This design comes from an exercise in tuning for small area, a short achievable clock period and few clock cycles per item on the open sky130 flow, not from production work.
Where RTL was checked, it was by simulation tests only, not by an equivalence proof against the original.
The RTL of run 2 was laid out without a check of its function.

==> flow/design.v <==
module dotproduct (
    input  logic         clk_i,
    input  logic         rst_ni,    
    input  logic         start_i,
    input  logic [7:0]   nnz_i,
    input  logic [31:0]  a0_i, a1_i, a2_i, a3_i, a4_i,
                         a5_i, a6_i, a7_i, a8_i, a9_i,
    input  logic [31:0]  b0_i, b1_i, b2_i, b3_i, b4_i,
                         b5_i, b6_i, b7_i, b8_i, b9_i,
    input  logic [31:0]  c_i,
    output logic [63:0]  result_o,
    output logic         busy_o,
    output logic         result_valid_o,
    output logic [31:0]  cycle_count_o
);
    typedef enum logic [1:0] {
        IDLE,
        COMPUTE,
        DONE
    } state_t;
    state_t state;
    logic signed [63:0] acc;
    logic signed [63:0] result_reg;
    logic        [3:0]  idx;
    logic [31:0] cycle_cnt;
    logic [31:0] cycle_cnt_reg;
    logic start_d;
    wire start_pulse;
    logic signed [63:0] acc_next;
    logic signed [31:0] a [0:9];
    logic signed [31:0] b [0:9];
    always_comb begin
        a[0]=a0_i; b[0]=b0_i;
        a[1]=a1_i; b[1]=b1_i;
        a[2]=a2_i; b[2]=b2_i;
        a[3]=a3_i; b[3]=b3_i;
        a[4]=a4_i; b[4]=b4_i;
        a[5]=a5_i; b[5]=b5_i;
        a[6]=a6_i; b[6]=b6_i;
        a[7]=a7_i; b[7]=b7_i;
        a[8]=a8_i; b[8]=b8_i;
        a[9]=a9_i; b[9]=b9_i;
    end
    always_ff @(posedge clk_i or negedge rst_ni) begin
        if (!rst_ni)
            start_d <= 1'b0;
        else
            start_d <= start_i;
    end
    assign start_pulse = start_i & ~start_d;
    assign acc_next = acc + ($signed(a[idx]) * $signed(b[idx]));
    always_ff @(posedge clk_i or negedge rst_ni) begin
        if (!rst_ni) begin
            state          <= IDLE;
            acc            <= 64'sd0;
            result_reg     <= 64'sd0;
            idx            <= 4'd0;
            busy_o         <= 1'b0;
            result_valid_o <= 1'b0;
            cycle_cnt      <= 32'd0;
            cycle_cnt_reg  <= 32'd0;
        end else begin
            if (start_pulse)
                result_valid_o <= 1'b0;
            case (state)
                IDLE: begin
                    busy_o    <= 1'b0;
                    idx       <= 4'd0;
                    cycle_cnt <= 32'd0;
                    if (start_pulse && nnz_i != 0) begin
                        acc    <= 64'sd0;
                        state  <= COMPUTE;
                        busy_o <= 1'b1;
                    end
                end
                COMPUTE: begin
                    busy_o <= 1'b1;
                    acc <= acc_next;
                    cycle_cnt <= cycle_cnt + 1;
                    if (idx == nnz_i - 1) begin
                        result_reg     <= acc_next + $signed(c_i);
                        cycle_cnt_reg  <= cycle_cnt + 1;  
                        state          <= DONE;
                        result_valid_o <= 1'b1;
                    end else begin
                        idx <= idx + 1;
                    end
                end
                DONE: begin
                    busy_o <= 1'b0;
                    if (start_pulse && nnz_i != 0) begin
                        acc            <= 64'sd0;
                        idx            <= 4'd0;
                        cycle_cnt      <= 32'd0;
                        state          <= COMPUTE;
                        busy_o         <= 1'b1;
                        result_valid_o <= 1'b0;
                    end
                end
            endcase
        end
    end
    assign result_o       = result_reg;
    assign cycle_count_o  = cycle_cnt_reg;
endmodule
==> flow/run.sh <==
#!/bin/bash
# synth_recipe.tcl (not shown) runs the flow's synth.tcl, then flattens the netlist and writes it again
# the make line also repeats each setting of config.mk as NAME=value (left out here)
make -C /OpenROAD-flow-scripts/flow DESIGN_CONFIG=/design/flow/config.mk WORK_HOME=/design/flow/orfs CLKGATE_MAP_FILE= SYNTH_SCRIPT=/design/flow/synth_recipe.tcl finish
==> flow/config.mk <==
export PLATFORM = sky130hd
export DESIGN_NAME = dotproduct
export DESIGN_NICKNAME = dotproduct
export VERILOG_FILES = /design/flow/design.v
export SDC_FILE = /design/flow/constraint.sdc
export NUM_CORES = 4
export LEC_CHECK = 0
export CAP_MARGIN = 20
export CORE_MARGIN = 2
export CORE_UTILIZATION = 40
export SLEW_MARGIN = 20
==> flow/constraint.sdc <==
create_clock -name core_clock -period 15.0 [get_ports {clk_i}]
set_input_delay 3.0000 -clock core_clock [delete_from_list [all_inputs] [get_ports {clk_i}]]
set_output_delay 3.0000 -clock core_clock [all_outputs]
set_load 0.01 [all_outputs]
==> impl_results.md, run 1 <==
- CTS tree: done
- NonClk Buf Share: between 10% and 20%
- Seq/Total Area, Yosys: 9.184%
- Die footprint: 139900 µm²
- Post-synth EDFFs: 0
- Min Tclk post-route: approximately 14 ns
- RSZ-0062 raised after global routing: false
- Area contributors post-synth: fa_1 44%, dfrtp_1 9.2%, inv_1 8.7%
- Critical Path Sink Type: register
- Tcrit/Tclk final: 94.54%
- Area occupied by multi-input gates: approximately 44000 µm²
- Mux cell area share after synthesis: less than 1%
- Worst-Skew Late Latency: between 0.5 and 0.6 ns
- Wire length on met3: about 25000 µm
- CP Class: input port to register
- Fraction of area in multi-input gates: 65.56%
- PortBufs: just under 800
- Status: no timing/DRC/antenna violations
- Die Height: approximately 370 µm
- Worst hold path endpoint: result_reg[14]$_DFFE_PN0P_
- Slew headroom: 25.39%
- WP data required: 15.43 ns
- FF+latch count, synth: roughly 200
- Non-filler instance count after layout: roughly 8800
- Vias in the first global route: slightly above 50000
- Least-Margin Pin Slew: approximately 1.1 ns
- Top_reg_cell synth: dfrtp_1
- Placed Area: about 66000 µm²
- # rows: ~140
Testbench counts, summed over its fixed seeds: cycles 15,638, items 2,400.
==> inputs of run 2 (changes only) <==
==> flow/design.v (replaced) <==
module dotproduct (
    input  logic         clk_i,
    input  logic         rst_ni,
    input  logic         start_i,
    input  logic [7:0]   nnz_i,
    input  logic [31:0]  a0_i, a1_i, a2_i, a3_i, a4_i,
                         a5_i, a6_i, a7_i, a8_i, a9_i,
    input  logic [31:0]  b0_i, b1_i, b2_i, b3_i, b4_i,
                         b5_i, b6_i, b7_i, b8_i, b9_i,
    input  logic [31:0]  c_i,
    output logic [63:0]  result_o,
    output logic         busy_o,
    output logic         result_valid_o,
    output logic [31:0]  cycle_count_o
);
    logic        fvalid;      
    logic        fetching;    
    logic        flast;       
    logic        valid_q;
    logic [3:0]  cnt_q;       
    logic [9:0]  sel;         
    logic        pend;        
    logic        plast;       
    logic [16:0] P;           
    logic [31:0] M;           
    logic [7:0]  bneg, bone, btwo;    
    logic        sh;          
    logic [63:0] acc;
    wire start_ok = start_i & ~fvalid;
    wire issue0   = start_ok | (fetching & ~pend);    
    wire go       = issue0 | pend;                     
    logic [31:0] A, B;
    always_comb begin
        A = ({32{sel[0]}} & a0_i) | ({32{sel[1]}} & a1_i) | ({32{sel[2]}} & a2_i) |
            ({32{sel[3]}} & a3_i) | ({32{sel[4]}} & a4_i) | ({32{sel[5]}} & a5_i) |
            ({32{sel[6]}} & a6_i) | ({32{sel[7]}} & a7_i) | ({32{sel[8]}} & a8_i) |
            ({32{sel[9]}} & a9_i);
        B = ({32{sel[0]}} & b0_i) | ({32{sel[1]}} & b1_i) | ({32{sel[2]}} & b2_i) |
            ({32{sel[3]}} & b3_i) | ({32{sel[4]}} & b4_i) | ({32{sel[5]}} & b5_i) |
            ({32{sel[6]}} & b6_i) | ({32{sel[7]}} & b7_i) | ({32{sel[8]}} & b8_i) |
            ({32{sel[9]}} & b9_i);
    end
    logic [9:0] lastsel;
    always_comb begin
        for (int k = 0; k < 10; k++) lastsel[k] = (nnz_i == 8'(k + 1));
    end
    wire nA = (A[31:15] == {17{A[31]}});    
    wire nB = (B[31:15] == {17{B[31]}});
    wire two  = ~nA & ~nB;
    wire [31:0] X  = pend ? M : (nB ? A : B);
    wire [16:0] Qn = pend ? P : (nB ? {B[15:0], 1'b0} : {A[15:0], 1'b0});
    wire last_elem  = |(sel & lastsel);
    always_ff @(posedge clk_i) begin
        M     <= X;
        P     <= A[31:15];
        plast <= last_elem;
        for (int i = 0; i < 8; i++) begin
            bneg[i] <= go & Qn[2*i+2];
            bone[i] <= go & (Qn[2*i] ^ Qn[2*i+1]);
            btwo[i] <= go & ((Qn[2*i+2] & ~Qn[2*i+1] & ~Qn[2*i]) |
                             (~Qn[2*i+2] & Qn[2*i+1] & Qn[2*i]));
        end
        sh    <= pend;
        flast <= pend ? plast : (last_elem & ~two);
    end
    always_ff @(posedge clk_i or negedge rst_ni) begin
        if (!rst_ni) begin
            fvalid   <= 1'b0;
            fetching <= 1'b0;
            pend     <= 1'b0;
            valid_q  <= 1'b0;
            cnt_q    <= 4'd0;
            sel      <= 10'd1;
        end else begin
            fvalid   <= go;
            pend     <= issue0 & two;
            if (issue0) begin
                fetching <= ~last_elem;
                sel      <= last_elem ? 10'd1 : {sel[8:0], 1'b0};
            end
            if (start_ok) begin
                valid_q <= 1'b0;
                cnt_q   <= nnz_i[3:0];
            end else if (fvalid & flast) begin
                valid_q <= 1'b1;
            end
        end
    end
    wire [33:0] Xe  = {M[31], M[31], M};
    wire [33:0] Xe2 = {M[31], M, 1'b0};
    logic [33:0] pp0, pp1, pp2, pp3, pp4, pp5, pp6, pp7;
    assign pp0 = (({34{bone[0]}} & Xe) | ({34{btwo[0]}} & Xe2)) ^ {34{bneg[0]}};
    assign pp1 = (({34{bone[1]}} & Xe) | ({34{btwo[1]}} & Xe2)) ^ {34{bneg[1]}};
    assign pp2 = (({34{bone[2]}} & Xe) | ({34{btwo[2]}} & Xe2)) ^ {34{bneg[2]}};
    assign pp3 = (({34{bone[3]}} & Xe) | ({34{btwo[3]}} & Xe2)) ^ {34{bneg[3]}};
    assign pp4 = (({34{bone[4]}} & Xe) | ({34{btwo[4]}} & Xe2)) ^ {34{bneg[4]}};
    assign pp5 = (({34{bone[5]}} & Xe) | ({34{btwo[5]}} & Xe2)) ^ {34{bneg[5]}};
    assign pp6 = (({34{bone[6]}} & Xe) | ({34{btwo[6]}} & Xe2)) ^ {34{bneg[6]}};
    assign pp7 = (({34{bone[7]}} & Xe) | ({34{btwo[7]}} & Xe2)) ^ {34{bneg[7]}};
    wire [63:0] accv = sh ? {acc[63:48], acc[63:16]} : acc;
    wire [63:0] fsum, fcar;
    wire s1;
    wire c2;
    wire s3;
    wire c4;
    wire s5;
    wire c6;
    wire s7;
    wire c8;
    wire s9;
    wire c10;
    wire s11;
    wire c12;
    wire s13;
    wire c14;
    wire s15;
    wire c16;
    wire s17;
    wire c18;
    wire s19;
    wire c20;
    wire s21;
    wire c22;
    wire s23;
    wire c24;
    wire s25;
    wire c26;
    wire s27;
    wire c28;
    wire s29;
    wire c30;
    wire s31;
    wire c32;
    wire s33;
    wire c34;
    wire s35;
    wire c36;
    wire s37;
    wire c38;
    wire s39;
    wire c40;
    wire s41;
    wire s42;
    wire c43;
    wire s44;
    wire c45;
    wire s46;
    wire c47;
    wire s48;
    wire c49;
    wire s50;
    wire c51;
    wire s52;
    wire c53;
    wire s54;
    wire c55;
    wire s56;
    wire c57;
    wire s58;
    wire c59;
    wire s60;
    wire c61;
    wire s62;
    wire c63;
    wire s64;
    wire c65;
    wire s66;
    wire c67;
    wire s68;
    wire c69;
    wire s70;
    wire c71;
    wire s72;
    wire c73;
    wire s74;
    wire c75;
    wire s76;
    wire c77;
    wire s78;
    wire c79;
    wire s80;
    wire c81;
    wire s82;
    wire c83;
    wire s84;
    wire c85;
    wire s86;
    wire c87;
    wire s88;
    wire c89;
    wire s90;
    wire c91;
    wire s92;
    wire c93;
    wire s94;
    wire c95;
    wire s96;
    wire c97;
    wire s98;
    wire c99;
    wire s100;
    wire c101;
    wire s102;
    wire c103;
    wire s104;
    wire c105;
    wire s106;
    wire c107;
    wire s108;
    wire c109;
    wire s110;
    wire c111;
    wire s112;
    wire c113;
    wire s114;
    wire c115;
    wire s116;
    wire c117;
    wire s118;
    wire c119;
    wire s120;
    wire c121;
    wire s122;
    wire c123;
    wire s124;
    wire c125;
    wire s126;
    wire c127;
    wire s128;
    wire c129;
    wire s130;
    wire c131;
    wire s132;
    wire c133;
    wire s134;
    wire c135;
    wire s136;
    wire c137;
    wire s138;
    wire c139;
    wire s140;
    wire c141;
    wire s142;
    wire c143;
    wire s144;
    wire c145;
    wire s146;
    wire c147;
    wire s148;
    wire c149;
    wire s150;
    wire c151;
    wire s152;
    wire c153;
    wire s154;
    wire c155;
    wire s156;
    wire c157;
    wire s158;
    wire c159;
    wire s160;
    wire c161;
    wire s162;
    wire c163;
    wire s164;
    wire c165;
    wire s166;
    wire c167;
    wire s168;
    wire c169;
    wire s170;
    wire c171;
    wire s172;
    wire c173;
    wire s174;
    wire c175;
    wire s176;
    wire c177;
    wire s178;
    wire c179;
    wire s180;
    wire c181;
    wire s182;
    wire c183;
    wire s184;
    wire c185;
    wire s186;
    wire c187;
    wire s188;
    wire c189;
    wire s190;
    wire c191;
    wire s192;
    wire c193;
    wire s194;
    wire c195;
    wire s196;
    wire c197;
    wire s198;
    wire c199;
    wire s200;
    wire c201;
    wire s202;
    wire c203;
    wire s204;
    wire c205;
    wire s206;
    wire c207;
    wire s208;
    wire c209;
    wire s210;
    wire c211;
    wire s212;
    wire c213;
    wire s214;
    wire s215;
    wire c216;
    wire s217;
    wire c218;
    wire s219;
    wire c220;
    wire s221;
    wire c222;
    wire s223;
    wire c224;
    wire s225;
    wire c226;
    wire s227;
    wire c228;
    wire s229;
    wire c230;
    wire s231;
    wire c232;
    wire s233;
    wire c234;
    wire s235;
    wire c236;
    wire s237;
    wire c238;
    wire s239;
    wire c240;
    wire s241;
    wire c242;
    wire s243;
    wire c244;
    wire s245;
    wire c246;
    wire s247;
    wire c248;
    wire s249;
    wire c250;
    wire s251;
    wire c252;
    wire s253;
    wire c254;
    wire s255;
    wire c256;
    wire s257;
    wire c258;
    wire s259;
    wire c260;
    wire s261;
    wire c262;
    wire s263;
    wire c264;
    wire s265;
    wire c266;
    wire s267;
    wire c268;
    wire s269;
    wire c270;
    wire s271;
    wire c272;
    wire s273;
    wire c274;
    wire s275;
    wire c276;
    wire s277;
    wire c278;
    wire s279;
    wire c280;
    wire s281;
    wire c282;
    wire s283;
    wire c284;
    wire s285;
    wire c286;
    wire s287;
    wire c288;
    wire s289;
    wire c290;
    wire s291;
    wire c292;
    wire s293;
    wire c294;
    wire s295;
    wire c296;
    wire s297;
    wire c298;
    wire s299;
    wire c300;
    wire s301;
    wire c302;
    wire s303;
    wire c304;
    wire s305;
    wire c306;
    wire s307;
    wire c308;
    wire s309;
    wire c310;
    wire s311;
    wire c312;
    wire s313;
    wire c314;
    wire s315;
    wire c316;
    wire s317;
    wire c318;
    wire s319;
    wire c320;
    wire s321;
    wire c322;
    wire s323;
    wire c324;
    wire s325;
    wire c326;
    wire s327;
    wire c328;
    wire s329;
    wire c330;
    wire s331;
    wire c332;
    wire s333;
    wire c334;
    wire s335;
    wire c336;
    wire s337;
    wire c338;
    wire s339;
    wire c340;
    wire s341;
    wire c342;
    wire s343;
    wire c344;
    wire s345;
    wire c346;
    wire s347;
    wire c348;
    wire s349;
    wire c350;
    wire s351;
    wire c352;
    wire s353;
    wire c354;
    wire s355;
    wire c356;
    wire s357;
    wire c358;
    wire s359;
    wire c360;
    wire s361;
    wire c362;
    wire s363;
    wire c364;
    wire s365;
    wire c366;
    wire s367;
    wire c368;
    wire s369;
    wire s370;
    wire c371;
    wire s372;
    wire c373;
    wire s374;
    wire c375;
    wire s376;
    wire c377;
    wire s378;
    wire c379;
    wire s380;
    wire c381;
    wire s382;
    wire c383;
    wire s384;
    wire c385;
    wire s386;
    wire c387;
    wire s388;
    wire c389;
    wire s390;
    wire c391;
    wire s392;
    wire c393;
    wire s394;
    wire c395;
    wire s396;
    wire c397;
    wire s398;
    wire c399;
    wire s400;
    wire c401;
    wire s402;
    wire c403;
    wire s404;
    wire c405;
    wire s406;
    wire c407;
    wire s408;
    wire c409;
    wire s410;
    wire c411;
    wire s412;
    wire c413;
    wire s414;
    wire c415;
    wire s416;
    wire c417;
    wire s418;
    wire c419;
    wire s420;
    wire c421;
    wire s422;
    wire c423;
    wire s424;
    wire c425;
    wire s426;
    wire c427;
    wire s428;
    wire c429;
    wire s430;
    wire c431;
    wire s432;
    wire c433;
    wire s434;
    wire c435;
    wire s436;
    wire c437;
    wire s438;
    wire c439;
    wire s440;
    wire c441;
    wire s442;
    wire c443;
    wire s444;
    wire c445;
    wire s446;
    wire c447;
    wire s448;
    wire c449;
    wire s450;
    wire c451;
    wire s452;
    wire c453;
    wire s454;
    wire c455;
    wire s456;
    wire c457;
    wire s458;
    wire s459;
    wire c460;
    wire s461;
    wire c462;
    wire s463;
    wire c464;
    wire s465;
    wire c466;
    wire s467;
    wire c468;
    wire s469;
    wire c470;
    wire s471;
    wire c472;
    wire s473;
    wire c474;
    wire s475;
    wire c476;
    wire s477;
    wire c478;
    wire s479;
    wire c480;
    wire s481;
    wire c482;
    wire s483;
    wire c484;
    wire s485;
    wire c486;
    wire s487;
    wire c488;
    wire s489;
    wire c490;
    wire s491;
    wire c492;
    wire s493;
    wire c494;
    wire s495;
    wire c496;
    wire s497;
    wire c498;
    wire s499;
    wire c500;
    wire s501;
    wire c502;
    wire s503;
    wire c504;
    wire s505;
    wire c506;
    wire s507;
    wire c508;
    wire s509;
    wire c510;
    wire s511;
    wire c512;
    wire s513;
    wire c514;
    wire s515;
    wire c516;
    wire s517;
    wire c518;
    wire s519;
    wire c520;
    wire s521;
    wire c522;
    wire s523;
    wire c524;
    wire s525;
    wire c526;
    wire s527;
    wire c528;
    wire s529;
    wire c530;
    wire s531;
    wire c532;
    wire s533;
    wire c534;
    wire s535;
    wire c536;
    wire s537;
    wire c538;
    wire s539;
    wire c540;
    wire s541;
    wire c542;
    wire s543;
    wire c544;
    wire s545;
    wire c546;
    wire s547;
    wire c548;
    wire s549;
    wire c550;
    wire s551;
    wire c552;
    wire s553;
    wire c554;
    wire s555;
    wire s556;
    wire s557;
    wire s558;
    wire s559;
    wire s560;
    wire s561;
    wire s562;
    wire s563;
    wire s564;
    wire s565;
    wire s566;
    wire s567;
    wire s568;
    wire s569;
    wire s570;
    assign s1 = bneg[7] ^ accv[14];
    assign c2 = bneg[7] & accv[14];
    assign s3 = accv[15] ^ pp0[15];
    assign c4 = accv[15] & pp0[15];
    assign s5 = accv[16] ^ pp0[16];
    assign c6 = accv[16] & pp0[16];
    assign s7 = accv[17] ^ pp0[17];
    assign c8 = accv[17] & pp0[17];
    assign s9 = accv[18] ^ pp0[18];
    assign c10 = accv[18] & pp0[18];
    assign s11 = accv[19] ^ pp0[19];
    assign c12 = accv[19] & pp0[19];
    assign s13 = accv[20] ^ pp0[20];
    assign c14 = accv[20] & pp0[20];
    assign s15 = accv[21] ^ pp0[21];
    assign c16 = accv[21] & pp0[21];
    assign s17 = accv[22] ^ pp0[22];
    assign c18 = accv[22] & pp0[22];
    assign s19 = accv[23] ^ pp0[23];
    assign c20 = accv[23] & pp0[23];
    assign s21 = accv[24] ^ pp0[24];
    assign c22 = accv[24] & pp0[24];
    assign s23 = accv[25] ^ pp0[25];
    assign c24 = accv[25] & pp0[25];
    assign s25 = accv[26] ^ pp0[26];
    assign c26 = accv[26] & pp0[26];
    assign s27 = accv[27] ^ pp0[27];
    assign c28 = accv[27] & pp0[27];
    assign s29 = accv[28] ^ pp0[28];
    assign c30 = accv[28] & pp0[28];
    assign s31 = accv[29] ^ pp0[29];
    assign c32 = accv[29] & pp0[29];
    assign s33 = accv[30] ^ pp0[30];
    assign c34 = accv[30] & pp0[30];
    assign s35 = accv[31] ^ pp0[31];
    assign c36 = accv[31] & pp0[31];
    assign s37 = accv[32] ^ pp0[32];
    assign c38 = accv[32] & pp0[32];
    assign s39 = ~(accv[33] ^ ~pp0[33]);
    assign c40 = accv[33] | ~pp0[33];
    assign s41 = ~accv[34];
    assign s42 = bneg[4] ^ accv[8];
    assign c43 = bneg[4] & accv[8];
    assign s44 = accv[9] ^ pp0[9];
    assign c45 = accv[9] & pp0[9];
    assign s46 = bneg[5] ^ accv[10] ^ pp0[10];
    assign c47 = (bneg[5] & accv[10]) | (bneg[5] & pp0[10]) | (accv[10] & pp0[10]);
    assign s48 = pp1[8] ^ pp2[6];
    assign c49 = pp1[8] & pp2[6];
    assign s50 = accv[11] ^ pp0[11] ^ pp1[9];
    assign c51 = (accv[11] & pp0[11]) | (accv[11] & pp1[9]) | (pp0[11] & pp1[9]);
    assign s52 = pp2[7] ^ pp3[5];
    assign c53 = pp2[7] & pp3[5];
    assign s54 = bneg[6] ^ accv[12] ^ pp0[12];
    assign c55 = (bneg[6] & accv[12]) | (bneg[6] & pp0[12]) | (accv[12] & pp0[12]);
    assign s56 = pp1[10] ^ pp2[8] ^ pp3[6];
    assign c57 = (pp1[10] & pp2[8]) | (pp1[10] & pp3[6]) | (pp2[8] & pp3[6]);
    assign s58 = pp4[4] ^ pp5[2];
    assign c59 = pp4[4] & pp5[2];
    assign s60 = accv[13] ^ pp0[13] ^ pp1[11];
    assign c61 = (accv[13] & pp0[13]) | (accv[13] & pp1[11]) | (pp0[13] & pp1[11]);
    assign s62 = pp2[9] ^ pp3[7] ^ pp4[5];
    assign c63 = (pp2[9] & pp3[7]) | (pp2[9] & pp4[5]) | (pp3[7] & pp4[5]);
    assign s64 = pp5[3] ^ pp6[1];
    assign c65 = pp5[3] & pp6[1];
    assign s66 = s1 ^ pp0[14] ^ pp1[12];
    assign c67 = (s1 & pp0[14]) | (s1 & pp1[12]) | (pp0[14] & pp1[12]);
    assign s68 = pp2[10] ^ pp3[8] ^ pp4[6];
    assign c69 = (pp2[10] & pp3[8]) | (pp2[10] & pp4[6]) | (pp3[8] & pp4[6]);
    assign s70 = pp5[4] ^ pp6[2] ^ pp7[0];
    assign c71 = (pp5[4] & pp6[2]) | (pp5[4] & pp7[0]) | (pp6[2] & pp7[0]);
    assign s72 = c2 ^ pp1[13] ^ pp2[11];
    assign c73 = (c2 & pp1[13]) | (c2 & pp2[11]) | (pp1[13] & pp2[11]);
    assign s74 = pp3[9] ^ pp4[7] ^ pp5[5];
    assign c75 = (pp3[9] & pp4[7]) | (pp3[9] & pp5[5]) | (pp4[7] & pp5[5]);
    assign s76 = pp6[3] ^ pp7[1] ^ s3;
    assign c77 = (pp6[3] & pp7[1]) | (pp6[3] & s3) | (pp7[1] & s3);
    assign s78 = pp1[14] ^ pp2[12] ^ pp3[10];
    assign c79 = (pp1[14] & pp2[12]) | (pp1[14] & pp3[10]) | (pp2[12] & pp3[10]);
    assign s80 = pp4[8] ^ pp5[6] ^ pp6[4];
    assign c81 = (pp4[8] & pp5[6]) | (pp4[8] & pp6[4]) | (pp5[6] & pp6[4]);
    assign s82 = pp7[2] ^ s5 ^ c4;
    assign c83 = (pp7[2] & s5) | (pp7[2] & c4) | (s5 & c4);
    assign s84 = pp1[15] ^ pp2[13] ^ pp3[11];
    assign c85 = (pp1[15] & pp2[13]) | (pp1[15] & pp3[11]) | (pp2[13] & pp3[11]);
    assign s86 = pp4[9] ^ pp5[7] ^ pp6[5];
    assign c87 = (pp4[9] & pp5[7]) | (pp4[9] & pp6[5]) | (pp5[7] & pp6[5]);
    assign s88 = pp7[3] ^ s7 ^ c6;
    assign c89 = (pp7[3] & s7) | (pp7[3] & c6) | (s7 & c6);
    assign s90 = pp1[16] ^ pp2[14] ^ pp3[12];
    assign c91 = (pp1[16] & pp2[14]) | (pp1[16] & pp3[12]) | (pp2[14] & pp3[12]);
    assign s92 = pp4[10] ^ pp5[8] ^ pp6[6];
    assign c93 = (pp4[10] & pp5[8]) | (pp4[10] & pp6[6]) | (pp5[8] & pp6[6]);
    assign s94 = pp7[4] ^ s9 ^ c8;
    assign c95 = (pp7[4] & s9) | (pp7[4] & c8) | (s9 & c8);
    assign s96 = pp1[17] ^ pp2[15] ^ pp3[13];
    assign c97 = (pp1[17] & pp2[15]) | (pp1[17] & pp3[13]) | (pp2[15] & pp3[13]);
    assign s98 = pp4[11] ^ pp5[9] ^ pp6[7];
    assign c99 = (pp4[11] & pp5[9]) | (pp4[11] & pp6[7]) | (pp5[9] & pp6[7]);
    assign s100 = pp7[5] ^ s11 ^ c10;
    assign c101 = (pp7[5] & s11) | (pp7[5] & c10) | (s11 & c10);
    assign s102 = pp1[18] ^ pp2[16] ^ pp3[14];
    assign c103 = (pp1[18] & pp2[16]) | (pp1[18] & pp3[14]) | (pp2[16] & pp3[14]);
    assign s104 = pp4[12] ^ pp5[10] ^ pp6[8];
    assign c105 = (pp4[12] & pp5[10]) | (pp4[12] & pp6[8]) | (pp5[10] & pp6[8]);
    assign s106 = pp7[6] ^ s13 ^ c12;
    assign c107 = (pp7[6] & s13) | (pp7[6] & c12) | (s13 & c12);
    assign s108 = pp1[19] ^ pp2[17] ^ pp3[15];
    assign c109 = (pp1[19] & pp2[17]) | (pp1[19] & pp3[15]) | (pp2[17] & pp3[15]);
    assign s110 = pp4[13] ^ pp5[11] ^ pp6[9];
    assign c111 = (pp4[13] & pp5[11]) | (pp4[13] & pp6[9]) | (pp5[11] & pp6[9]);
    assign s112 = pp7[7] ^ s15 ^ c14;
    assign c113 = (pp7[7] & s15) | (pp7[7] & c14) | (s15 & c14);
    assign s114 = pp1[20] ^ pp2[18] ^ pp3[16];
    assign c115 = (pp1[20] & pp2[18]) | (pp1[20] & pp3[16]) | (pp2[18] & pp3[16]);
    assign s116 = pp4[14] ^ pp5[12] ^ pp6[10];
    assign c117 = (pp4[14] & pp5[12]) | (pp4[14] & pp6[10]) | (pp5[12] & pp6[10]);
    assign s118 = pp7[8] ^ s17 ^ c16;
    assign c119 = (pp7[8] & s17) | (pp7[8] & c16) | (s17 & c16);
    assign s120 = pp1[21] ^ pp2[19] ^ pp3[17];
    assign c121 = (pp1[21] & pp2[19]) | (pp1[21] & pp3[17]) | (pp2[19] & pp3[17]);
    assign s122 = pp4[15] ^ pp5[13] ^ pp6[11];
    assign c123 = (pp4[15] & pp5[13]) | (pp4[15] & pp6[11]) | (pp5[13] & pp6[11]);
    assign s124 = pp7[9] ^ s19 ^ c18;
    assign c125 = (pp7[9] & s19) | (pp7[9] & c18) | (s19 & c18);
    assign s126 = pp1[22] ^ pp2[20] ^ pp3[18];
    assign c127 = (pp1[22] & pp2[20]) | (pp1[22] & pp3[18]) | (pp2[20] & pp3[18]);
    assign s128 = pp4[16] ^ pp5[14] ^ pp6[12];
    assign c129 = (pp4[16] & pp5[14]) | (pp4[16] & pp6[12]) | (pp5[14] & pp6[12]);
    assign s130 = pp7[10] ^ s21 ^ c20;
    assign c131 = (pp7[10] & s21) | (pp7[10] & c20) | (s21 & c20);
    assign s132 = pp1[23] ^ pp2[21] ^ pp3[19];
    assign c133 = (pp1[23] & pp2[21]) | (pp1[23] & pp3[19]) | (pp2[21] & pp3[19]);
    assign s134 = pp4[17] ^ pp5[15] ^ pp6[13];
    assign c135 = (pp4[17] & pp5[15]) | (pp4[17] & pp6[13]) | (pp5[15] & pp6[13]);
    assign s136 = pp7[11] ^ s23 ^ c22;
    assign c137 = (pp7[11] & s23) | (pp7[11] & c22) | (s23 & c22);
    assign s138 = pp1[24] ^ pp2[22] ^ pp3[20];
    assign c139 = (pp1[24] & pp2[22]) | (pp1[24] & pp3[20]) | (pp2[22] & pp3[20]);
    assign s140 = pp4[18] ^ pp5[16] ^ pp6[14];
    assign c141 = (pp4[18] & pp5[16]) | (pp4[18] & pp6[14]) | (pp5[16] & pp6[14]);
    assign s142 = pp7[12] ^ s25 ^ c24;
    assign c143 = (pp7[12] & s25) | (pp7[12] & c24) | (s25 & c24);
    assign s144 = pp1[25] ^ pp2[23] ^ pp3[21];
    assign c145 = (pp1[25] & pp2[23]) | (pp1[25] & pp3[21]) | (pp2[23] & pp3[21]);
    assign s146 = pp4[19] ^ pp5[17] ^ pp6[15];
    assign c147 = (pp4[19] & pp5[17]) | (pp4[19] & pp6[15]) | (pp5[17] & pp6[15]);
    assign s148 = pp7[13] ^ s27 ^ c26;
    assign c149 = (pp7[13] & s27) | (pp7[13] & c26) | (s27 & c26);
    assign s150 = pp1[26] ^ pp2[24] ^ pp3[22];
    assign c151 = (pp1[26] & pp2[24]) | (pp1[26] & pp3[22]) | (pp2[24] & pp3[22]);
    assign s152 = pp4[20] ^ pp5[18] ^ pp6[16];
    assign c153 = (pp4[20] & pp5[18]) | (pp4[20] & pp6[16]) | (pp5[18] & pp6[16]);
    assign s154 = pp7[14] ^ s29 ^ c28;
    assign c155 = (pp7[14] & s29) | (pp7[14] & c28) | (s29 & c28);
    assign s156 = pp1[27] ^ pp2[25] ^ pp3[23];
    assign c157 = (pp1[27] & pp2[25]) | (pp1[27] & pp3[23]) | (pp2[25] & pp3[23]);
    assign s158 = pp4[21] ^ pp5[19] ^ pp6[17];
    assign c159 = (pp4[21] & pp5[19]) | (pp4[21] & pp6[17]) | (pp5[19] & pp6[17]);
    assign s160 = pp7[15] ^ s31 ^ c30;
    assign c161 = (pp7[15] & s31) | (pp7[15] & c30) | (s31 & c30);
    assign s162 = pp1[28] ^ pp2[26] ^ pp3[24];
    assign c163 = (pp1[28] & pp2[26]) | (pp1[28] & pp3[24]) | (pp2[26] & pp3[24]);
    assign s164 = pp4[22] ^ pp5[20] ^ pp6[18];
    assign c165 = (pp4[22] & pp5[20]) | (pp4[22] & pp6[18]) | (pp5[20] & pp6[18]);
    assign s166 = pp7[16] ^ s33 ^ c32;
    assign c167 = (pp7[16] & s33) | (pp7[16] & c32) | (s33 & c32);
    assign s168 = pp1[29] ^ pp2[27] ^ pp3[25];
    assign c169 = (pp1[29] & pp2[27]) | (pp1[29] & pp3[25]) | (pp2[27] & pp3[25]);
    assign s170 = pp4[23] ^ pp5[21] ^ pp6[19];
    assign c171 = (pp4[23] & pp5[21]) | (pp4[23] & pp6[19]) | (pp5[21] & pp6[19]);
    assign s172 = pp7[17] ^ s35 ^ c34;
    assign c173 = (pp7[17] & s35) | (pp7[17] & c34) | (s35 & c34);
    assign s174 = pp1[30] ^ pp2[28] ^ pp3[26];
    assign c175 = (pp1[30] & pp2[28]) | (pp1[30] & pp3[26]) | (pp2[28] & pp3[26]);
    assign s176 = pp4[24] ^ pp5[22] ^ pp6[20];
    assign c177 = (pp4[24] & pp5[22]) | (pp4[24] & pp6[20]) | (pp5[22] & pp6[20]);
    assign s178 = pp7[18] ^ s37 ^ c36;
    assign c179 = (pp7[18] & s37) | (pp7[18] & c36) | (s37 & c36);
    assign s180 = pp1[31] ^ pp2[29] ^ pp3[27];
    assign c181 = (pp1[31] & pp2[29]) | (pp1[31] & pp3[27]) | (pp2[29] & pp3[27]);
    assign s182 = pp4[25] ^ pp5[23] ^ pp6[21];
    assign c183 = (pp4[25] & pp5[23]) | (pp4[25] & pp6[21]) | (pp5[23] & pp6[21]);
    assign s184 = pp7[19] ^ s39 ^ c38;
    assign c185 = (pp7[19] & s39) | (pp7[19] & c38) | (s39 & c38);
    assign s186 = s41 ^ pp1[32] ^ pp2[30];
    assign c187 = (s41 & pp1[32]) | (s41 & pp2[30]) | (pp1[32] & pp2[30]);
    assign s188 = pp3[28] ^ pp4[26] ^ pp5[24];
    assign c189 = (pp3[28] & pp4[26]) | (pp3[28] & pp5[24]) | (pp4[26] & pp5[24]);
    assign s190 = pp6[22] ^ pp7[20] ^ c40;
    assign c191 = (pp6[22] & pp7[20]) | (pp6[22] & c40) | (pp7[20] & c40);
    assign s192 = accv[35] ^ accv[34] ^ ~pp1[33];
    assign c193 = (accv[35] & accv[34]) | (accv[35] & ~pp1[33]) | (accv[34] & ~pp1[33]);
    assign s194 = pp2[31] ^ pp3[29] ^ pp4[27];
    assign c195 = (pp2[31] & pp3[29]) | (pp2[31] & pp4[27]) | (pp3[29] & pp4[27]);
    assign s196 = pp5[25] ^ pp6[23] ^ pp7[21];
    assign c197 = (pp5[25] & pp6[23]) | (pp5[25] & pp7[21]) | (pp6[23] & pp7[21]);
    assign s198 = ~(accv[36] ^ pp2[32]);
    assign c199 = accv[36] | pp2[32];
    assign s200 = pp3[30] ^ pp4[28] ^ pp5[26];
    assign c201 = (pp3[30] & pp4[28]) | (pp3[30] & pp5[26]) | (pp4[28] & pp5[26]);
    assign s202 = pp6[24] ^ pp7[22];
    assign c203 = pp6[24] & pp7[22];
    assign s204 = accv[37] ^ ~pp2[33] ^ pp3[31];
    assign c205 = (accv[37] & ~pp2[33]) | (accv[37] & pp3[31]) | (~pp2[33] & pp3[31]);
    assign s206 = pp4[29] ^ pp5[27] ^ pp6[25];
    assign c207 = (pp4[29] & pp5[27]) | (pp4[29] & pp6[25]) | (pp5[27] & pp6[25]);
    assign s208 = ~(accv[38] ^ pp3[32]);
    assign c209 = accv[38] | pp3[32];
    assign s210 = pp4[30] ^ pp5[28];
    assign c211 = pp4[30] & pp5[28];
    assign s212 = accv[39] ^ ~pp3[33] ^ pp4[31];
    assign c213 = (accv[39] & ~pp3[33]) | (accv[39] & pp4[31]) | (~pp3[33] & pp4[31]);
    assign s214 = ~accv[40];
    assign s215 = bneg[2] ^ accv[4];
    assign c216 = bneg[2] & accv[4];
    assign s217 = accv[5] ^ pp0[5];
    assign c218 = accv[5] & pp0[5];
    assign s219 = bneg[3] ^ accv[6] ^ pp0[6];
    assign c220 = (bneg[3] & accv[6]) | (bneg[3] & pp0[6]) | (accv[6] & pp0[6]);
    assign s221 = pp1[4] ^ pp2[2];
    assign c222 = pp1[4] & pp2[2];
    assign s223 = accv[7] ^ pp0[7] ^ pp1[5];
    assign c224 = (accv[7] & pp0[7]) | (accv[7] & pp1[5]) | (pp0[7] & pp1[5]);
    assign s225 = pp2[3] ^ pp3[1];
    assign c226 = pp2[3] & pp3[1];
    assign s227 = s42 ^ pp0[8] ^ pp1[6];
    assign c228 = (s42 & pp0[8]) | (s42 & pp1[6]) | (pp0[8] & pp1[6]);
    assign s229 = pp2[4] ^ pp3[2] ^ pp4[0];
    assign c230 = (pp2[4] & pp3[2]) | (pp2[4] & pp4[0]) | (pp3[2] & pp4[0]);
    assign s231 = c43 ^ pp1[7] ^ pp2[5];
    assign c232 = (c43 & pp1[7]) | (c43 & pp2[5]) | (pp1[7] & pp2[5]);
    assign s233 = pp3[3] ^ pp4[1] ^ s44;
    assign c234 = (pp3[3] & pp4[1]) | (pp3[3] & s44) | (pp4[1] & s44);
    assign s235 = pp3[4] ^ pp4[2] ^ pp5[0];
    assign c236 = (pp3[4] & pp4[2]) | (pp3[4] & pp5[0]) | (pp4[2] & pp5[0]);
    assign s237 = s48 ^ c45 ^ s46;
    assign c238 = (s48 & c45) | (s48 & s46) | (c45 & s46);
    assign s239 = pp4[3] ^ pp5[1] ^ s52;
    assign c240 = (pp4[3] & pp5[1]) | (pp4[3] & s52) | (pp5[1] & s52);
    assign s241 = c49 ^ c47 ^ s50;
    assign c242 = (c49 & c47) | (c49 & s50) | (c47 & s50);
    assign s243 = pp6[0] ^ s58 ^ c53;
    assign c244 = (pp6[0] & s58) | (pp6[0] & c53) | (s58 & c53);
    assign s245 = c51 ^ s54 ^ s56;
    assign c246 = (c51 & s54) | (c51 & s56) | (s54 & s56);
    assign s247 = s64 ^ c59 ^ c55;
    assign c248 = (s64 & c59) | (s64 & c55) | (c59 & c55);
    assign s249 = c57 ^ s60 ^ s62;
    assign c250 = (c57 & s60) | (c57 & s62) | (s60 & s62);
    assign s251 = c65 ^ c61 ^ c63;
    assign c252 = (c65 & c61) | (c65 & c63) | (c61 & c63);
    assign s253 = s66 ^ s68 ^ s70;
    assign c254 = (s66 & s68) | (s66 & s70) | (s68 & s70);
    assign s255 = c67 ^ c69 ^ c71;
    assign c256 = (c67 & c69) | (c67 & c71) | (c69 & c71);
    assign s257 = s72 ^ s74 ^ s76;
    assign c258 = (s72 & s74) | (s72 & s76) | (s74 & s76);
    assign s259 = c73 ^ c75 ^ s78;
    assign c260 = (c73 & c75) | (c73 & s78) | (c75 & s78);
    assign s261 = s80 ^ c77 ^ s82;
    assign c262 = (s80 & c77) | (s80 & s82) | (c77 & s82);
    assign s263 = c79 ^ c81 ^ s84;
    assign c264 = (c79 & c81) | (c79 & s84) | (c81 & s84);
    assign s265 = s86 ^ c83 ^ s88;
    assign c266 = (s86 & c83) | (s86 & s88) | (c83 & s88);
    assign s267 = c85 ^ c87 ^ s90;
    assign c268 = (c85 & c87) | (c85 & s90) | (c87 & s90);
    assign s269 = s92 ^ c89 ^ s94;
    assign c270 = (s92 & c89) | (s92 & s94) | (c89 & s94);
    assign s271 = c91 ^ c93 ^ s96;
    assign c272 = (c91 & c93) | (c91 & s96) | (c93 & s96);
    assign s273 = s98 ^ c95 ^ s100;
    assign c274 = (s98 & c95) | (s98 & s100) | (c95 & s100);
    assign s275 = c97 ^ c99 ^ s102;
    assign c276 = (c97 & c99) | (c97 & s102) | (c99 & s102);
    assign s277 = s104 ^ c101 ^ s106;
    assign c278 = (s104 & c101) | (s104 & s106) | (c101 & s106);
    assign s279 = c103 ^ c105 ^ s108;
    assign c280 = (c103 & c105) | (c103 & s108) | (c105 & s108);
    assign s281 = s110 ^ c107 ^ s112;
    assign c282 = (s110 & c107) | (s110 & s112) | (c107 & s112);
    assign s283 = c109 ^ c111 ^ s114;
    assign c284 = (c109 & c111) | (c109 & s114) | (c111 & s114);
    assign s285 = s116 ^ c113 ^ s118;
    assign c286 = (s116 & c113) | (s116 & s118) | (c113 & s118);
    assign s287 = c115 ^ c117 ^ s120;
    assign c288 = (c115 & c117) | (c115 & s120) | (c117 & s120);
    assign s289 = s122 ^ c119 ^ s124;
    assign c290 = (s122 & c119) | (s122 & s124) | (c119 & s124);
    assign s291 = c121 ^ c123 ^ s126;
    assign c292 = (c121 & c123) | (c121 & s126) | (c123 & s126);
    assign s293 = s128 ^ c125 ^ s130;
    assign c294 = (s128 & c125) | (s128 & s130) | (c125 & s130);
    assign s295 = c127 ^ c129 ^ s132;
    assign c296 = (c127 & c129) | (c127 & s132) | (c129 & s132);
    assign s297 = s134 ^ c131 ^ s136;
    assign c298 = (s134 & c131) | (s134 & s136) | (c131 & s136);
    assign s299 = c133 ^ c135 ^ s138;
    assign c300 = (c133 & c135) | (c133 & s138) | (c135 & s138);
    assign s301 = s140 ^ c137 ^ s142;
    assign c302 = (s140 & c137) | (s140 & s142) | (c137 & s142);
    assign s303 = c139 ^ c141 ^ s144;
    assign c304 = (c139 & c141) | (c139 & s144) | (c141 & s144);
    assign s305 = s146 ^ c143 ^ s148;
    assign c306 = (s146 & c143) | (s146 & s148) | (c143 & s148);
    assign s307 = c145 ^ c147 ^ s150;
    assign c308 = (c145 & c147) | (c145 & s150) | (c147 & s150);
    assign s309 = s152 ^ c149 ^ s154;
    assign c310 = (s152 & c149) | (s152 & s154) | (c149 & s154);
    assign s311 = c151 ^ c153 ^ s156;
    assign c312 = (c151 & c153) | (c151 & s156) | (c153 & s156);
    assign s313 = s158 ^ c155 ^ s160;
    assign c314 = (s158 & c155) | (s158 & s160) | (c155 & s160);
    assign s315 = c157 ^ c159 ^ s162;
    assign c316 = (c157 & c159) | (c157 & s162) | (c159 & s162);
    assign s317 = s164 ^ c161 ^ s166;
    assign c318 = (s164 & c161) | (s164 & s166) | (c161 & s166);
    assign s319 = c163 ^ c165 ^ s168;
    assign c320 = (c163 & c165) | (c163 & s168) | (c165 & s168);
    assign s321 = s170 ^ c167 ^ s172;
    assign c322 = (s170 & c167) | (s170 & s172) | (c167 & s172);
    assign s323 = c169 ^ c171 ^ s174;
    assign c324 = (c169 & c171) | (c169 & s174) | (c171 & s174);
    assign s325 = s176 ^ c173 ^ s178;
    assign c326 = (s176 & c173) | (s176 & s178) | (c173 & s178);
    assign s327 = c175 ^ c177 ^ s180;
    assign c328 = (c175 & c177) | (c175 & s180) | (c177 & s180);
    assign s329 = s182 ^ c179 ^ s184;
    assign c330 = (s182 & c179) | (s182 & s184) | (c179 & s184);
    assign s331 = c181 ^ c183 ^ s186;
    assign c332 = (c181 & c183) | (c181 & s186) | (c183 & s186);
    assign s333 = s188 ^ c185 ^ s190;
    assign c334 = (s188 & c185) | (s188 & s190) | (c185 & s190);
    assign s335 = c187 ^ c189 ^ s192;
    assign c336 = (c187 & c189) | (c187 & s192) | (c189 & s192);
    assign s337 = s194 ^ s196 ^ c191;
    assign c338 = (s194 & s196) | (s194 & c191) | (s196 & c191);
    assign s339 = s198 ^ s202 ^ c193;
    assign c340 = (s198 & s202) | (s198 & c193) | (s202 & c193);
    assign s341 = c195 ^ c197 ^ s200;
    assign c342 = (c195 & c197) | (c195 & s200) | (c197 & s200);
    assign s343 = pp7[23] ^ c199 ^ c203;
    assign c344 = (pp7[23] & c199) | (pp7[23] & c203) | (c199 & c203);
    assign s345 = c201 ^ s204 ^ s206;
    assign c346 = (c201 & s204) | (c201 & s206) | (s204 & s206);
    assign s347 = pp6[26] ^ pp7[24] ^ s208;
    assign c348 = (pp6[26] & pp7[24]) | (pp6[26] & s208) | (pp7[24] & s208);
    assign s349 = s210 ^ c205 ^ c207;
    assign c350 = (s210 & c205) | (s210 & c207) | (c205 & c207);
    assign s351 = pp5[29] ^ pp6[27] ^ pp7[25];
    assign c352 = (pp5[29] & pp6[27]) | (pp5[29] & pp7[25]) | (pp6[27] & pp7[25]);
    assign s353 = c209 ^ c211 ^ s212;
    assign c354 = (c209 & c211) | (c209 & s212) | (c211 & s212);
    assign s355 = s214 ^ pp4[32] ^ pp5[30];
    assign c356 = (s214 & pp4[32]) | (s214 & pp5[30]) | (pp4[32] & pp5[30]);
    assign s357 = pp6[28] ^ pp7[26] ^ c213;
    assign c358 = (pp6[28] & pp7[26]) | (pp6[28] & c213) | (pp7[26] & c213);
    assign s359 = accv[41] ^ accv[40] ^ ~pp4[33];
    assign c360 = (accv[41] & accv[40]) | (accv[41] & ~pp4[33]) | (accv[40] & ~pp4[33]);
    assign s361 = pp5[31] ^ pp6[29] ^ pp7[27];
    assign c362 = (pp5[31] & pp6[29]) | (pp5[31] & pp7[27]) | (pp6[29] & pp7[27]);
    assign s363 = ~(accv[42] ^ pp5[32]);
    assign c364 = accv[42] | pp5[32];
    assign s365 = pp6[30] ^ pp7[28];
    assign c366 = pp6[30] & pp7[28];
    assign s367 = accv[43] ^ ~pp5[33] ^ pp6[31];
    assign c368 = (accv[43] & ~pp5[33]) | (accv[43] & pp6[31]) | (~pp5[33] & pp6[31]);
    assign s369 = ~accv[44];
    assign s370 = bneg[1] ^ accv[2];
    assign c371 = bneg[1] & accv[2];
    assign s372 = accv[3] ^ pp0[3];
    assign c373 = accv[3] & pp0[3];
    assign s374 = s215 ^ pp0[4] ^ pp1[2];
    assign c375 = (s215 & pp0[4]) | (s215 & pp1[2]) | (pp0[4] & pp1[2]);
    assign s376 = c216 ^ pp1[3] ^ pp2[1];
    assign c377 = (c216 & pp1[3]) | (c216 & pp2[1]) | (pp1[3] & pp2[1]);
    assign s378 = pp3[0] ^ s221 ^ c218;
    assign c379 = (pp3[0] & s221) | (pp3[0] & c218) | (s221 & c218);
    assign s380 = s225 ^ c222 ^ c220;
    assign c381 = (s225 & c222) | (s225 & c220) | (c222 & c220);
    assign s382 = c226 ^ c224 ^ s227;
    assign c383 = (c226 & c224) | (c226 & s227) | (c224 & s227);
    assign s384 = c228 ^ c230 ^ s231;
    assign c385 = (c228 & c230) | (c228 & s231) | (c230 & s231);
    assign s386 = c232 ^ s235 ^ c234;
    assign c387 = (c232 & s235) | (c232 & c234) | (s235 & c234);
    assign s388 = c236 ^ s239 ^ c238;
    assign c389 = (c236 & s239) | (c236 & c238) | (s239 & c238);
    assign s390 = c240 ^ s243 ^ c242;
    assign c391 = (c240 & s243) | (c240 & c242) | (s243 & c242);
    assign s392 = c244 ^ s247 ^ c246;
    assign c393 = (c244 & s247) | (c244 & c246) | (s247 & c246);
    assign s394 = c248 ^ s251 ^ c250;
    assign c395 = (c248 & s251) | (c248 & c250) | (s251 & c250);
    assign s396 = c252 ^ s255 ^ c254;
    assign c397 = (c252 & s255) | (c252 & c254) | (s255 & c254);
    assign s398 = c256 ^ s259 ^ c258;
    assign c399 = (c256 & s259) | (c256 & c258) | (s259 & c258);
    assign s400 = c260 ^ s263 ^ c262;
    assign c401 = (c260 & s263) | (c260 & c262) | (s263 & c262);
    assign s402 = c264 ^ s267 ^ c266;
    assign c403 = (c264 & s267) | (c264 & c266) | (s267 & c266);
    assign s404 = c268 ^ s271 ^ c270;
    assign c405 = (c268 & s271) | (c268 & c270) | (s271 & c270);
    assign s406 = c272 ^ s275 ^ c274;
    assign c407 = (c272 & s275) | (c272 & c274) | (s275 & c274);
    assign s408 = c276 ^ s279 ^ c278;
    assign c409 = (c276 & s279) | (c276 & c278) | (s279 & c278);
    assign s410 = c280 ^ s283 ^ c282;
    assign c411 = (c280 & s283) | (c280 & c282) | (s283 & c282);
    assign s412 = c284 ^ s287 ^ c286;
    assign c413 = (c284 & s287) | (c284 & c286) | (s287 & c286);
    assign s414 = c288 ^ s291 ^ c290;
    assign c415 = (c288 & s291) | (c288 & c290) | (s291 & c290);
    assign s416 = c292 ^ s295 ^ c294;
    assign c417 = (c292 & s295) | (c292 & c294) | (s295 & c294);
    assign s418 = c296 ^ s299 ^ c298;
    assign c419 = (c296 & s299) | (c296 & c298) | (s299 & c298);
    assign s420 = c300 ^ s303 ^ c302;
    assign c421 = (c300 & s303) | (c300 & c302) | (s303 & c302);
    assign s422 = c304 ^ s307 ^ c306;
    assign c423 = (c304 & s307) | (c304 & c306) | (s307 & c306);
    assign s424 = c308 ^ s311 ^ c310;
    assign c425 = (c308 & s311) | (c308 & c310) | (s311 & c310);
    assign s426 = c312 ^ s315 ^ c314;
    assign c427 = (c312 & s315) | (c312 & c314) | (s315 & c314);
    assign s428 = c316 ^ s319 ^ c318;
    assign c429 = (c316 & s319) | (c316 & c318) | (s319 & c318);
    assign s430 = c320 ^ s323 ^ c322;
    assign c431 = (c320 & s323) | (c320 & c322) | (s323 & c322);
    assign s432 = c324 ^ s327 ^ c326;
    assign c433 = (c324 & s327) | (c324 & c326) | (s327 & c326);
    assign s434 = c328 ^ s331 ^ c330;
    assign c435 = (c328 & s331) | (c328 & c330) | (s331 & c330);
    assign s436 = c332 ^ s335 ^ s337;
    assign c437 = (c332 & s335) | (c332 & s337) | (s335 & s337);
    assign s438 = s339 ^ c336 ^ s341;
    assign c439 = (s339 & c336) | (s339 & s341) | (c336 & s341);
    assign s440 = s343 ^ c340 ^ c342;
    assign c441 = (s343 & c340) | (s343 & c342) | (c340 & c342);
    assign s442 = c344 ^ s347 ^ s349;
    assign c443 = (c344 & s347) | (c344 & s349) | (s347 & s349);
    assign s444 = s351 ^ c348 ^ c350;
    assign c445 = (s351 & c348) | (s351 & c350) | (c348 & c350);
    assign s446 = c352 ^ s355 ^ s357;
    assign c447 = (c352 & s355) | (c352 & s357) | (s355 & s357);
    assign s448 = c356 ^ s359 ^ s361;
    assign c449 = (c356 & s359) | (c356 & s361) | (s359 & s361);
    assign s450 = s363 ^ s365 ^ c360;
    assign c451 = (s363 & s365) | (s363 & c360) | (s365 & c360);
    assign s452 = pp7[29] ^ c364 ^ c366;
    assign c453 = (pp7[29] & c364) | (pp7[29] & c366) | (c364 & c366);
    assign s454 = s369 ^ pp6[32] ^ pp7[30];
    assign c455 = (s369 & pp6[32]) | (s369 & pp7[30]) | (pp6[32] & pp7[30]);
    assign s456 = accv[45] ^ accv[44] ^ ~pp6[33];
    assign c457 = (accv[45] & accv[44]) | (accv[45] & ~pp6[33]) | (accv[44] & ~pp6[33]);
    assign s458 = ~accv[46];
    assign s459 = bneg[0] ^ accv[0];
    assign c460 = bneg[0] & accv[0];
    assign s461 = accv[1] ^ pp0[1];
    assign c462 = accv[1] & pp0[1];
    assign s463 = s370 ^ pp0[2] ^ pp1[0];
    assign c464 = (s370 & pp0[2]) | (s370 & pp1[0]) | (pp0[2] & pp1[0]);
    assign s465 = c371 ^ pp1[1] ^ s372;
    assign c466 = (c371 & pp1[1]) | (c371 & s372) | (pp1[1] & s372);
    assign s467 = pp2[0] ^ c373 ^ s374;
    assign c468 = (pp2[0] & c373) | (pp2[0] & s374) | (c373 & s374);
    assign s469 = s217 ^ c375 ^ s376;
    assign c470 = (s217 & c375) | (s217 & s376) | (c375 & s376);
    assign s471 = c377 ^ s219 ^ s378;
    assign c472 = (c377 & s219) | (c377 & s378) | (s219 & s378);
    assign s473 = s223 ^ c379 ^ s380;
    assign c474 = (s223 & c379) | (s223 & s380) | (c379 & s380);
    assign s475 = s229 ^ c381 ^ s382;
    assign c476 = (s229 & c381) | (s229 & s382) | (c381 & s382);
    assign s477 = s233 ^ c383 ^ s384;
    assign c478 = (s233 & c383) | (s233 & s384) | (c383 & s384);
    assign s479 = c385 ^ s237 ^ s386;
    assign c480 = (c385 & s237) | (c385 & s386) | (s237 & s386);
    assign s481 = s241 ^ c387 ^ s388;
    assign c482 = (s241 & c387) | (s241 & s388) | (c387 & s388);
    assign s483 = s245 ^ c389 ^ s390;
    assign c484 = (s245 & c389) | (s245 & s390) | (c389 & s390);
    assign s485 = s249 ^ c391 ^ s392;
    assign c486 = (s249 & c391) | (s249 & s392) | (c391 & s392);
    assign s487 = s253 ^ c393 ^ s394;
    assign c488 = (s253 & c393) | (s253 & s394) | (c393 & s394);
    assign s489 = s257 ^ c395 ^ s396;
    assign c490 = (s257 & c395) | (s257 & s396) | (c395 & s396);
    assign s491 = s261 ^ c397 ^ s398;
    assign c492 = (s261 & c397) | (s261 & s398) | (c397 & s398);
    assign s493 = s265 ^ c399 ^ s400;
    assign c494 = (s265 & c399) | (s265 & s400) | (c399 & s400);
    assign s495 = s269 ^ c401 ^ s402;
    assign c496 = (s269 & c401) | (s269 & s402) | (c401 & s402);
    assign s497 = s273 ^ c403 ^ s404;
    assign c498 = (s273 & c403) | (s273 & s404) | (c403 & s404);
    assign s499 = s277 ^ c405 ^ s406;
    assign c500 = (s277 & c405) | (s277 & s406) | (c405 & s406);
    assign s501 = s281 ^ c407 ^ s408;
    assign c502 = (s281 & c407) | (s281 & s408) | (c407 & s408);
    assign s503 = s285 ^ c409 ^ s410;
    assign c504 = (s285 & c409) | (s285 & s410) | (c409 & s410);
    assign s505 = s289 ^ c411 ^ s412;
    assign c506 = (s289 & c411) | (s289 & s412) | (c411 & s412);
    assign s507 = s293 ^ c413 ^ s414;
    assign c508 = (s293 & c413) | (s293 & s414) | (c413 & s414);
    assign s509 = s297 ^ c415 ^ s416;
    assign c510 = (s297 & c415) | (s297 & s416) | (c415 & s416);
    assign s511 = s301 ^ c417 ^ s418;
    assign c512 = (s301 & c417) | (s301 & s418) | (c417 & s418);
    assign s513 = s305 ^ c419 ^ s420;
    assign c514 = (s305 & c419) | (s305 & s420) | (c419 & s420);
    assign s515 = s309 ^ c421 ^ s422;
    assign c516 = (s309 & c421) | (s309 & s422) | (c421 & s422);
    assign s517 = s313 ^ c423 ^ s424;
    assign c518 = (s313 & c423) | (s313 & s424) | (c423 & s424);
    assign s519 = s317 ^ c425 ^ s426;
    assign c520 = (s317 & c425) | (s317 & s426) | (c425 & s426);
    assign s521 = s321 ^ c427 ^ s428;
    assign c522 = (s321 & c427) | (s321 & s428) | (c427 & s428);
    assign s523 = s325 ^ c429 ^ s430;
    assign c524 = (s325 & c429) | (s325 & s430) | (c429 & s430);
    assign s525 = s329 ^ c431 ^ s432;
    assign c526 = (s329 & c431) | (s329 & s432) | (c431 & s432);
    assign s527 = s333 ^ c433 ^ s434;
    assign c528 = (s333 & c433) | (s333 & s434) | (c433 & s434);
    assign s529 = c334 ^ c435 ^ s436;
    assign c530 = (c334 & c435) | (c334 & s436) | (c435 & s436);
    assign s531 = c338 ^ s438 ^ c437;
    assign c532 = (c338 & s438) | (c338 & c437) | (s438 & c437);
    assign s533 = s345 ^ s440 ^ c439;
    assign c534 = (s345 & s440) | (s345 & c439) | (s440 & c439);
    assign s535 = c346 ^ c441 ^ s442;
    assign c536 = (c346 & c441) | (c346 & s442) | (c441 & s442);
    assign s537 = s353 ^ s444 ^ c443;
    assign c538 = (s353 & s444) | (s353 & c443) | (s444 & c443);
    assign s539 = c354 ^ c445 ^ s446;
    assign c540 = (c354 & c445) | (c354 & s446) | (c445 & s446);
    assign s541 = c358 ^ s448 ^ c447;
    assign c542 = (c358 & s448) | (c358 & c447) | (s448 & c447);
    assign s543 = c362 ^ s450 ^ c449;
    assign c544 = (c362 & s450) | (c362 & c449) | (s450 & c449);
    assign s545 = s367 ^ s452 ^ c451;
    assign c546 = (s367 & s452) | (s367 & c451) | (s452 & c451);
    assign s547 = c368 ^ s454 ^ c453;
    assign c548 = (c368 & s454) | (c368 & c453) | (s454 & c453);
    assign s549 = pp7[31] ^ c455 ^ s456;
    assign c550 = (pp7[31] & c455) | (pp7[31] & s456) | (c455 & s456);
    assign s551 = s458 ^ pp7[32] ^ c457;
    assign c552 = (s458 & pp7[32]) | (s458 & c457) | (pp7[32] & c457);
    assign s553 = accv[47] ^ accv[46] ^ ~pp7[33];
    assign c554 = (accv[47] & accv[46]) | (accv[47] & ~pp7[33]) | (accv[46] & ~pp7[33]);
    assign s555 = ~accv[48];
    assign s556 = ~accv[49];
    assign s557 = ~accv[50];
    assign s558 = ~accv[51];
    assign s559 = ~accv[52];
    assign s560 = ~accv[53];
    assign s561 = ~accv[54];
    assign s562 = ~accv[55];
    assign s563 = ~accv[56];
    assign s564 = ~accv[57];
    assign s565 = ~accv[58];
    assign s566 = ~accv[59];
    assign s567 = ~accv[60];
    assign s568 = ~accv[61];
    assign s569 = ~accv[62];
    assign s570 = ~accv[63];
    assign fsum = {s570, s569, s568, s567, s566, s565, s564, s563, s562, s561, s560, s559, s558, s557, s556, s555, s553, s551, s549, s547, s545, s543, s541, s539, s537, s535, s533, s531, s529, s527, s525, s523, s521, s519, s517, s515, s513, s511, s509, s507, s505, s503, s501, s499, s497, s495, s493, s491, s489, s487, s485, s483, s481, s479, s477, s475, s473, s471, s469, s467, s465, s463, s461, s459};
    assign fcar = {accv[62], accv[61], accv[60], accv[59], accv[58], accv[57], accv[56], accv[55], accv[54], accv[53], accv[52], accv[51], accv[50], accv[49], accv[48], c554, c552, c550, c548, c546, c544, c542, c540, c538, c536, c534, c532, c530, c528, c526, c524, c522, c520, c518, c516, c514, c512, c510, c508, c506, c504, c502, c500, c498, c496, c494, c492, c490, c488, c486, c484, c482, c480, c478, c476, c474, c472, c470, c468, c466, c464, c462, c460, pp0[0]};
    wire [63:0] sum = fsum + fcar;
    wire [63:0] acc_next = sh ? {sum[47:0], acc[15:0]} : sum;
    always_ff @(posedge clk_i) begin
        if (start_ok)
            acc <= {{32{c_i[31]}}, c_i};
        else
            acc <= acc_next;
    end
    assign result_o       = acc;
    assign busy_o         = fvalid;
    assign result_valid_o = valid_q;
    assign cycle_count_o  = {28'd0, cnt_q};
endmodule
==> flow/flow/run.sh (new file) <==
#!/bin/bash
set -o pipefail
export BUFFER_PORTS_ARGS="-buffer_cell sky130_fd_sc_hd__buf_1"
bash standard.sh SETUP_SLACK_MARGIN=9.0 finish > standard.log 2>&1
==> flow/standard.sh (new file) <==
#!/bin/bash
# synth_recipe.tcl (not shown) runs the flow's synth.tcl, then flattens the netlist and writes it again
# the make line also repeats each setting of config.mk as NAME=value (left out here)
make -C /OpenROAD-flow-scripts/flow DESIGN_CONFIG=/design/flow/config.mk WORK_HOME=/design/flow/orfs CLKGATE_MAP_FILE= SYNTH_SCRIPT=/design/flow/synth_recipe.tcl "${@:-finish}"
--- a/flow/config.mk
+++ b/flow/config.mk
@@ -5,7 +5,9 @@
 export SDC_FILE = /design/flow/constraint.sdc
 export NUM_CORES = 4
 export LEC_CHECK = 0
+export ABC_AREA = 1
 export CAP_MARGIN = 20
 export CORE_MARGIN = 2
 export CORE_UTILIZATION = 40
+export CTS_BUF_LIST = sky130_fd_sc_hd__clkbuf_4 sky130_fd_sc_hd__clkbuf_8
 export SLEW_MARGIN = 20
removed: flow/run.sh
==> run 2 against run 1 <==
  * Design area down 53%
  * Final cell count down 38%
  * Sequential share of layout area up 4.5 points
  * Largest cell class unchanged
==> impl_results.md, run 2 <==
- Hold Crit Class: register to register (unchanged)
- H-tree lvl count: 4 (was 1)
- Inserted Clock Buffers: 17 (was 24)
- Vias in the first global route: 29590 (was 51170)
- Wire length per cell: 28.30 µm (was 31.29 µm)
- Count of different cell masters after synthesis: 60 (was 85)
- Post-DP HPWL: 127100 µm (was 237500 µm)
- Fin nets: 5573 (was 9132)
- Hold Path Depth: 2 (unchanged)
- DR vias: 31630 (was 49290)
- Gate Count Post-Synth: 3907 (was 6177)
- Yosys top cell by area: fa_1 (unchanged)
- Max-slew violations: 0 (unchanged)
- Clock slew at reported path FFs: 0.12 ns (was 0.07 ns)
- Max-cap violations: 0 (unchanged)
- Min Tclk post-route: 5.960 ns (was 14.18 ns)
- Worst-Skew Late Latency: 0.61 ns (was 0.55 ns)
- Gr usage total: 43.15% (was 39.56%)
- Area contributors post-synth: fa_1 17%, nand2_1 13%, xor2_1 9.0% (was fa_1 44%, dfrtp_1 9.2%, inv_1 8.7%)
- Initial DRC count: 3884 (was 5003)
- Synthesis-to-layout area growth: 16.11% (was 21.68%)
- Die footprint: 69610 µm² (was 139900 µm²)
- Commonest non-fill, non-tap cell in the layout: nand2_1 (was inv_1)
- Critical Path Sink Type: register (unchanged)
- Initial core utilization: 40.28% (was 40.38%)
- RSZ-0062 raised after global routing: true (was false)
- Average instance area after synthesis: 6.912 µm² (was 8.866 µm²)
- Top_reg_cell synth: dfxtp_1 (was dfrtp_1)
- WP data required: 15.45 ns (was 15.43 ns)
- Number of flip-flops in the largest register: 64
- Reg-to-reg slack, setup: 9.04 ns (was 1.98 ns)
- Cell area after synthesis: 27000 µm² (was 54770 µm²)
- Hold_sp: cnt_q[0]$_DFFE_PN0P_ (was result_reg[14]$_DFFE_PN0P_)
- Largest Register: acc
- Routed wire length: 154300 µm (was 274800 µm)
- Most common cell in the netlist: nand2_1 (was inv_1)
- Seq/Total Area, Yosys: 13.83% (was 9.184%)
- Worst hold path endpoint: cnt_q[0]$_DFFE_PN0P_ (was result_reg[14]$_DFFE_PN0P_)
- DRC viols: 0 (unchanged)
- PortBufs: 752 (was 780)
- Setup WS pre-CTS: 8.297 ns (was 0.5272 ns)
- Routed vias/inst: 5.801 (was 5.612)
- Reg2reg start: sh$_DFF_P_ (was idx[1]$_DFFE_PN0P_)
- Crit path arrival time: 6.41 ns (was 14.61 ns)
- CP Class: register to register (was input port to register)
- Worst reg2reg path depth: 21 (was 46)
- Least-Margin Pin Slew: 1.232 ns (was 1.116 ns)
- Fmax: 167.8 MHz (was 70.52 MHz)
- Status: no timing/DRC/antenna violations (unchanged)
- # setup viols final: 0 (unchanged)
- CTS tree: done (unchanged)
- # rows: 95 (was 135)
- Tcrit/Tclk final: 39.74% (was 94.54%)
- Clk root buf: clkbuf_8 (was clkbuf_16)
- Layout cells sized above 1: 5.894% (was 5.606%)
- Post-synth top cells: 908 x nand2_1, 596 x inv_1, 277 x xor2_1 (was 1268 x inv_1, 1211 x fa_1, 969 x nand2_1)
- CTS Hold Buffers Added: 0 (unchanged)
- CP Launch Type: register (was input port)
- Top-area cell type share of the netlist area: 17.50% (was 44.27%)
- Final GP Congestion: 1.110 (was 1.048)
- FF+latch count, synth: 158 (was 201)
- Antenna violations before repair: 20 (was 90)
- Final Hold Vio Count: 0 (unchanged)
- Ports: 781 (unchanged)
- Post-synth EDFFs: 48 (was 0)
- Core ar.: 67040 µm² (was 135600 µm²)
- Die Height: 263.8 µm (was 374.0 µm)
- Largest fanout on the critical path: 32 (was 11)
- Slew headroom: 17.37% (was 25.39%)
run 2: cell count changes in the layout (fill, tap and decap cells not counted), moves of 195 or more:
cell and change:
xor2_1 +205, inv_1 -697, buf_1 +752, ha_1 -195, nor2_1 -284, fa_1 -975, buf_4 -199, o22ai_1 +257
clkdlybuf4s50_1 -779
run 2: cell type report:
type	instances	area, µm²
Timing Repair Buffer	840	3621
Clock buffer	18	247.7
Multi-Input combinational cell	2923	20060
Sequential cell	158	3765
Antenna cell	16	40.04
Fill cell	7232	35680
Inverter	611	2394
Tap cell	873	1092
Clock inverter	14	136.4
run 2: worst max-delay path, cell delays in order, from the launching register on:
cell	delay, ns
dfxtp_4	0.40
buf_12	0.18
o21ai_0	0.75
ha_1	0.38
inv_1	0.08
fa_1	0.45
fa_1	0.42
inv_1	0.08
fa_1	0.42
fa_1	0.54
ha_1	0.43
inv_1	0.13
o21bai_1	0.24
a21oi_1	0.12
o21ai_0	0.46
a21oi_1	0.17
nand3_1	0.15
a21oi_1	0.09
nand2_1	0.08
nand2_1	0.05
nor2_1	0.09
o21ai_0	0.07
run 2: cells by family after synthesis:
| kind of cell | after synthesis | share of synthesized area (%) |
|---|---|---|
| fa+ha+maj | 339 | 22.27 |
| flops | 158 | 13.83 |
| xor+xnor | 295 | 9.568 |
| buf+inv | 853 | 12.78 |
| simple gates | 1496 | 23.52 |
| other cells | 1 | 0.01389 |
| compound gates | 765 | 18.02 |
run 2: through the flow:
stage	cell area, µm²	hold slack (ns)	instances	utilization (%)
after global routing	31340	0.5379	5448	46.75
after global placement	30220	0.4669	5359	45.07
after detailed placement	30220	0.4730	5359	45.07
after floorplan	27110	0.4031	3934	-
after CTS	30670	0.5009	5391	45.75
final	31360	0.4980	5453	46.77
run 2: how the worst max path moves through the flow:
stage / start / endpoint / slack [ns] / cells after the start
6_report: sh$_DFF_P_ / acc[61]$_DFF_P_ / 9.04 / 21
2_1_floorplan: bneg[3]$_DFF_P_ / acc[58]$_DFF_P_ / 9.76 / 25
3_3_place_gp: sh$_DFF_P_ / acc[51]$_DFF_P_ / 8.31 / 21
3_5_place_dp: sh$_DFF_P_ / acc[51]$_DFF_P_ / 8.30 / 22
5_1_grt: sh$_DFF_P_ / acc[58]$_DFF_P_ / 8.89 / 24
4_1_cts: M[6]$_DFFE_PN_ / acc[39]$_DFF_P_ / 9.00 / 19
run 2: repair_timing:
item / 4_1_cts / 5_1_grt
pin swaps: 0 / 1
resized for setup: 21 / 57
gates cloned: 0 / 1
setup buffers: 0 / 43
setup endpoints to repair: 44 / 39
run 2: metal layers:
| layer | GRT usage (%) | up-vias | routed length (µm) |
|---|---|---|---|
| li1 | - | 14010 | - |
| met1 | 55.25 | 15210 | 60040 |
| met2 | 65.29 | 2105 | 66500 |
| met3 | 14.44 | 311 | 19160 |
| met4 | 20.62 | 4 | 8618 |
| met5 | 0 | - | 23 |

[port drivers added, routing unchanged]
No port has a modelled driver above. Below, the same layouts with a new extraction and two added sets of constraints. Step 1, drivers: a clkbuf_16 drives clk_i and a buf_2 each remaining input, both assumed. Step 2 moves the port delays by t, midway between the first and last clock arrival at a register: inputs arrive t later, outputs are due t later. That takes back most of the time a late clock gives input paths. a / b / c = no drivers / after step 1 / after step 2; a / b = the first two.
run	t (ns)	setup WS [ns]	slew at the worst register clock pin (ns)
run 1	0.604	0.819 / 0.818 / 0.214	0.07 / 0.07
run 2	0.650	9.040 / 9.040 / 8.577	0.13 / 0.13
After both steps every run listed still meets setup and hold. For run 1, which loses most, drivers alone change the setup slack by -0.001 ns; drivers and shift together by -0.605 ns.
